What follows belongs to an exercise in optimizing a design on an open flow for small area; a production flow would make more cautious choices.
Only simulation tests tie the RTL to the original design; equivalence was not proved.

Setup of run A:
==> module multiplier_generic, before the edit <==
module multiplier_generic (
    input  logic [7:0]  i_a,
    input  logic [7:0]  i_b,
    input  logic [11:0] i_mult_res_mask,
    input  logic [7:0]  i_mult_appr_mask,
    input  logic [7:4]  i_rp,        
    input  logic [7:4]  i_rnp,       
    output logic [15:0] o_prod
);
logic [15:0] s, c, t;
logic        sign_res;
mul_8x8_signed_bw tree_i (
    .a (i_a),
    .b (i_b),
    .R (i_mult_res_mask),
    .P (i_mult_appr_mask),
    .RP  (i_rp),
    .RnP (i_rnp),
    .s (s),
    .c (c)
);
adder_ideal #(.W(16), .BLK(8)) cpa_i (.i_p(s), .i_c(c), .i_ci(1'b0), .o_c(t), .o_co());
assign sign_res = i_a[7] ^ i_b[7];
assign o_prod[3:0]  = t[3:0];
assign o_prod[15:4] = (i_mult_res_mask & t[15:4]) | (~i_mult_res_mask & {12{sign_res}});
endmodule
==> module adder_generic, before the edit <==
module adder_generic #(
    parameter BLK = 8
)(
    input  logic [15:0] i_p,       
    input  logic [15:0] i_c_lo,    
    output logic [15:0] o_lo,      
    output logic        o_ps,      
    output logic        o_pc,
    input  logic [15:0] i_hi,      
    input  logic        i_ps,      
    input  logic        i_pc,
    output logic [15:0] o_hi       
);
adder_ideal #(.W(16), .BLK(BLK)) lo_i (
    .i_p  (i_p),
    .i_c  (i_c_lo),
    .i_ci (1'b0),
    .o_c  (o_lo),
    .o_co (o_pc)
);
assign o_ps = i_p[15];
logic [16:0] tg;
assign tg[0] = i_ps ^ i_pc;
genvar k;
generate
    for (k = 0; k < 16; k++) begin : hi
        assign tg[k+1]  = tg[k] & (i_hi[k] ^ i_ps);
        assign o_hi[k]  = i_hi[k] ^ tg[k];
    end
endgenerate
endmodule
Settings: LEC_CHECK=0, CAP_MARGIN=20, CORE_MARGIN=2, CORE_UTILIZATION=52, PLACE_DENSITY=0.66, SLEW_MARGIN=20; clock period 8.0 ns.
standard.sh (not shown) runs the stock make flow with config.mk's settings and CLKGATE_MAP_FILE= SYNTH_SCRIPT=/design/flow/synth_recipe.tcl, a recipe that flattens the netlist after the stock synthesis.
==> flow/flow/run.sh <==
#!/bin/bash
# The standard layout (the standard.sh, standard synthesis unchanged),
# with the smallest buffer on the ports, yosys/abc buffers removed instead of
# an early timing repair on the unplaced netlist, and a clock tree of
# mid-size buffers without dummy loads. make's full output goes to
# standard.log.
set -euo pipefail
bash standard.sh finish \
  "REMOVE_ABC_BUFFERS=1" \
  "BUFFER_PORTS_ARGS=-buffer_cell sky130_fd_sc_hd__buf_1" \
  "CTS_ARGS=-sink_clustering_enable -repair_clock_nets -dont_use_dummy_load -buf_list sky130_fd_sc_hd__clkbuf_8 -sink_clustering_size 20 -sink_clustering_max_diameter 50" \
  > standard.log 2>&1
### run A -> run B
--- a/flow/design.v
+++ b/flow/design.v
@@ -292,13 +292,13 @@
     .P (i_mult_appr_mask),
     .RP  (i_rp),
     .RnP (i_rnp),
     .s (s),
     .c (c)
 );
-adder_ideal #(.W(16), .BLK(8)) cpa_i (.i_p(s), .i_c(c), .i_ci(1'b0), .o_c(t), .o_co());
+adder_ideal #(.W(16), .BLK(10)) cpa_i (.i_p(s), .i_c(c), .i_ci(1'b0), .o_c(t), .o_co());
 assign sign_res = i_a[7] ^ i_b[7];
 assign o_prod[3:0]  = t[3:0];
 assign o_prod[15:4] = (i_mult_res_mask & t[15:4]) | (~i_mult_res_mask & {12{sign_res}});
 endmodule
 module adder_ideal #(
     parameter W   = 16,
@@ -339,13 +339,13 @@
         end
     end
 endgenerate
 assign o_co = bc[NB];
 endmodule
 module adder_generic #(
-    parameter BLK = 8
+    parameter BLK = 10
 )(
     input  logic [15:0] i_p,       
     input  logic [15:0] i_c_lo,    
     output logic [15:0] o_lo,      
     output logic        o_ps,      
     output logic        o_pc,
## What came out
- Delta (run B minus run A): required arrival time at the worst endpoint now larger; wire length now smaller.
- Run A has higher instance area at placement than run B.
- Growth of design area from synthesis to finish: run B vs run A up 0.22 points
- Re routed via count: run A was higher than run B.
- Diff run A -> run B: post-layout utilization of the core roughly the same; worst setup slack after layout -0.21 ns; multi-input combinational cell area fell by about 1.9%; initial core utilization lower.
- Every run (run A and run B) finished clean.

static timing again, ports no longer ideal:
The results above use ideal ports. As a check the final layouts listed here were re-extracted and re-timed, cells and wires unchanged.
Step 1 sets driving cells, clkbuf_16 on the clock port and buf_2 on the other inputs (assumed; they add their load-dependent delay and slew).
Step 2, shift: input delay + t, output delay - t, t = (earliest + latest rising clock arrival at the registers) / 2. This alone moves slack from input paths to output paths.
a / b / c = no drivers / after step 1 / after step 2; a / b = the first two.
| run | t (ns) | setup WS [ns] | worst hold slack (ns) | worst setup path at the end | clock arrival spread, ns |
|---|---|---|---|---|---|
| run A | 1.022 | 1.295 / 1.274 / 0.252 | 0.416 / 0.416 / 0.416 | input to register | 0.150 / 0.150 |
| run B | 1.066 | 1.089 / 1.132 / 0.067 | 0.405 / 0.405 / 0.405 | input to register | 0.123 / 0.123 |
After both steps every run listed still meets setup and hold. For run A, which loses most, drivers alone change the setup slack by -0.021 ns; drivers and shift together by -1.043 ns.
